Background: an optimization exercise with open tools, aiming at small area. Do not read the settings as production practice. In this exercise RTL edits were held to simulation tests only and were not proved equivalent to the original.

==> inputs of 05-17 <==
==> flow/design.v (excerpt) <==
module dct_1d(
    input clk,
    input rst_n,
    input enable,
    input signed [9:0] x0, input signed [9:0] x1, input signed [9:0] x2, input signed [9:0] x3,
    input signed [9:0] x4, input signed [9:0] x5, input signed [9:0] x6, input signed [9:0] x7,
    output reg signed [10:0] y0, output reg signed [10:0] y1, output reg signed [10:0] y2, output reg signed [10:0] y3,
    output reg signed [10:0] y4, output reg signed [10:0] y5, output reg signed [10:0] y6, output reg signed [10:0] y7,
    output valid
);
reg [1:0] vp;
always @(posedge clk) if (!rst_n) vp <= 2'd0; else vp <= {vp[0:0], enable};
assign valid = vp[1];
wire a0, a1; ha_cell u_a0 (.a(x0[0]), .b(x7[0]), .s(a0), .co(a1));
wire a2, a3; fa_cell u_a2 (.a(x0[1]), .b(x7[1]), .c(a1), .s(a2), .co(a3));
wire a4, a5; fa_cell u_a4 (.a(x0[2]), .b(x7[2]), .c(a3), .s(a4), .co(a5));
wire a6 = x0[3] ^ x7[3];
wire a7 = x0[3] & x7[3];
wire a8 = x0[4] ^ x7[4];
wire a9 = x0[4] & x7[4];
wire a10 = x0[5] ^ x7[5];
wire a11 = x0[5] & x7[5];
wire a12 = x0[6] ^ x7[6];
wire a13 = x0[6] & x7[6];
wire a14 = x0[7] ^ x7[7];
wire a15 = x0[7] & x7[7];
wire a16 = x0[8] ^ x7[8];
wire a17 = x0[8] & x7[8];
wire a18 = x0[9] ^ x7[9];
wire a19 = x0[9] & x7[9];
wire a20 = x0[9] ^ x7[9];
wire a21 = x0[9] & x7[9];
wire a22 = a7 | (a6 & a5);
wire a23 = a11 | (a10 & a9);
wire a24 = a10 & a8;
wire a25 = a15 | (a14 & a13);
wire a26 = a14 & a12;
wire a27 = a19 | (a18 & a17);
wire a28 = a18 & a16;
wire a29 = a9 | (a8 & a22);
wire a30 = a23 | (a24 & a22);
wire a31 = a17 | (a16 & a25);
wire a32 = a16 & a26;
wire a33 = a27 | (a28 & a25);
wire a34 = a28 & a26;
wire a35 = a13 | (a12 & a30);
wire a36 = a25 | (a26 & a30);
wire a37 = a31 | (a32 & a30);
wire a38 = a33 | (a34 & a30);
wire a39 = a21 | (a20 & a38);
  ...
==> flow/config.mk <==
export PLATFORM = sky130hd
export DESIGN_NAME = dct_1d
export DESIGN_NICKNAME = dct_1d
export VERILOG_FILES = /design/flow/design.v
export SDC_FILE = /design/flow/constraint.sdc
export NUM_CORES = 4
export LEC_CHECK = 0
export ABC_AREA = 1
export CAP_MARGIN = 20
export CORE_MARGIN = 2
export CORE_UTILIZATION = 40
export PLACE_DENSITY = 0.9
export SLEW_MARGIN = 20
export SYNTH_HIERARCHICAL = 1
==> flow/constraint.sdc <==
create_clock -name core_clock -period 6.0 [get_ports {clk}]
set_input_delay 1.2000 -clock core_clock [delete_from_list [all_inputs] [get_ports {clk}]]
set_output_delay 1.2000 -clock core_clock [all_outputs]
set_load 0.01 [all_outputs]
run.sh (not shown) runs the stock make flow with config.mk's settings and CLKGATE_MAP_FILE= SYNTH_SCRIPT=/design/flow/synth_recipe.tcl, a recipe that flattens the netlist after the stock synthesis.
==> 11-03: changes against 05-17 <==
Settings changed: GPL_TIMING_DRIVEN from default to 0, PLACE_DENSITY 0.9 to default.
==> comparison table <==
|  | 05-17 | 11-03 |
|---|---|---|
| GRT met3 Usage | 0.0837 | 0.0587 |
| Met2 track demand over resource | 0.378 | 0.367 |
| Number of filler instances in the final layout | 6,954 | 7,404 |
| Worst Max-Slew Pin Slew | 0.805 ns | 1.04 ns |
| Result of the run | timing/DRC/antenna clean | timing/DRC/antenna clean |
| Fin area | 37,900 sq um | 37,900 sq um |
| Global-route wire length before repair | 145,000 um | 139,000 um |
| Drt total wl | 94,700 um | 90,400 um |
| Share of the final layout cell area in multi-input gates | 0.695 | 0.703 |
| Buffers, non-clock | 376 | 295 |
| Cells after DPL | 4,343 | 4,154 |
| Maximum number of pins on one net before global-route repair | 19 | 20 |

========
==> inputs of job 973 <==
Starting RTL as in the previous note.
// dct_1d
module dct_1d(
    input clk,
    input rst_n,
    input enable,
    input signed [9:0] x0, input signed [9:0] x1, input signed [9:0] x2, input signed [9:0] x3,
    input signed [9:0] x4, input signed [9:0] x5, input signed [9:0] x6, input signed [9:0] x7,
    output reg signed [10:0] y0, output reg signed [10:0] y1, output reg signed [10:0] y2, output reg signed [10:0] y3,
    output reg signed [10:0] y4, output reg signed [10:0] y5, output reg signed [10:0] y6, output reg signed [10:0] y7,
    output valid
);
clock: 6.0 ns
lec_check: 0
abc_area: 1
cap_margin: 20
core_margin: 2
core_utilization: 40
slew_margin: 20
synth_hierarchical: 1
==> job 4230 (differences from job 973) <==
CORE_UTILIZATION = 60   (was 40)
PLACE_DENSITY = 0.8   (was default)
==> notes <==
Job 4230 ran to the end with no violations. Job 973 completed with no timing, DRC or antenna violations. In count of clock-buffer cells in the layout, job 4230 and job 973 do not differ. Between job 973 and job 4230, the lower via count is in job 973 (gap 4.1%, measured against job 4230). Between job 4230 and job 973, the lower non-clock buffer count is in job 973 (gap 14). Of job 4230 and job 973, job 4230 has the higher sequential share of layout area (gap 0.094 points). Setup slack: job 973 is higher than job 4230 (0.022 ns). Between job 4230 and job 973, the lower global-route usage is in job 973 (gap 14 points). Of job 973 and job 4230, job 4230 has the higher worst hold slack (gap 0.0046 ns). Sequential cell count is the same in job 973 and job 4230. Against job 973, the first-iteration DRC count of job 4230 is larger by 16%.

[static timing again, ports no longer ideal]
In the flow no input, the clock included, has a driving cell. The finished layouts below were timed again as built, in two steps. Step 1 sets driving cells, clkbuf_16 on the clock port and buf_2 on the other inputs (assumed; they add their load-dependent delay and slew). Step 2, shift: input delay + t, output delay - t, t = (earliest + latest rising clock arrival at the registers) / 2. This alone moves slack from input paths to output paths. Slacks: ideal / step 1 / step 2; pairs: ideal / step 1.
| run | t, ns | setup WS [ns] | slew at the worst register clock pin (ns) |
|---|---|---|---|
| 05-17 | 0.561 | 0.091 / 0.091 / -0.249 | 0.09 / 0.09 |
| 11-03 | 0.571 | 0.065 / 0.065 / -0.350 | 0.10 / 0.10 |
| job 973 | 0.565 | 0.180 / 0.180 / -0.239 | 0.09 / 0.09 |
| job 4230 | 0.563 | 0.159 / 0.159 / -0.215 | 0.09 / 0.09 |
Met with ideal ports but missed after step 2: setup timing in every run listed. The setup slack of job 973, which loses most, moves by 0.000 ns with the drivers and by -0.419 ns with both steps.
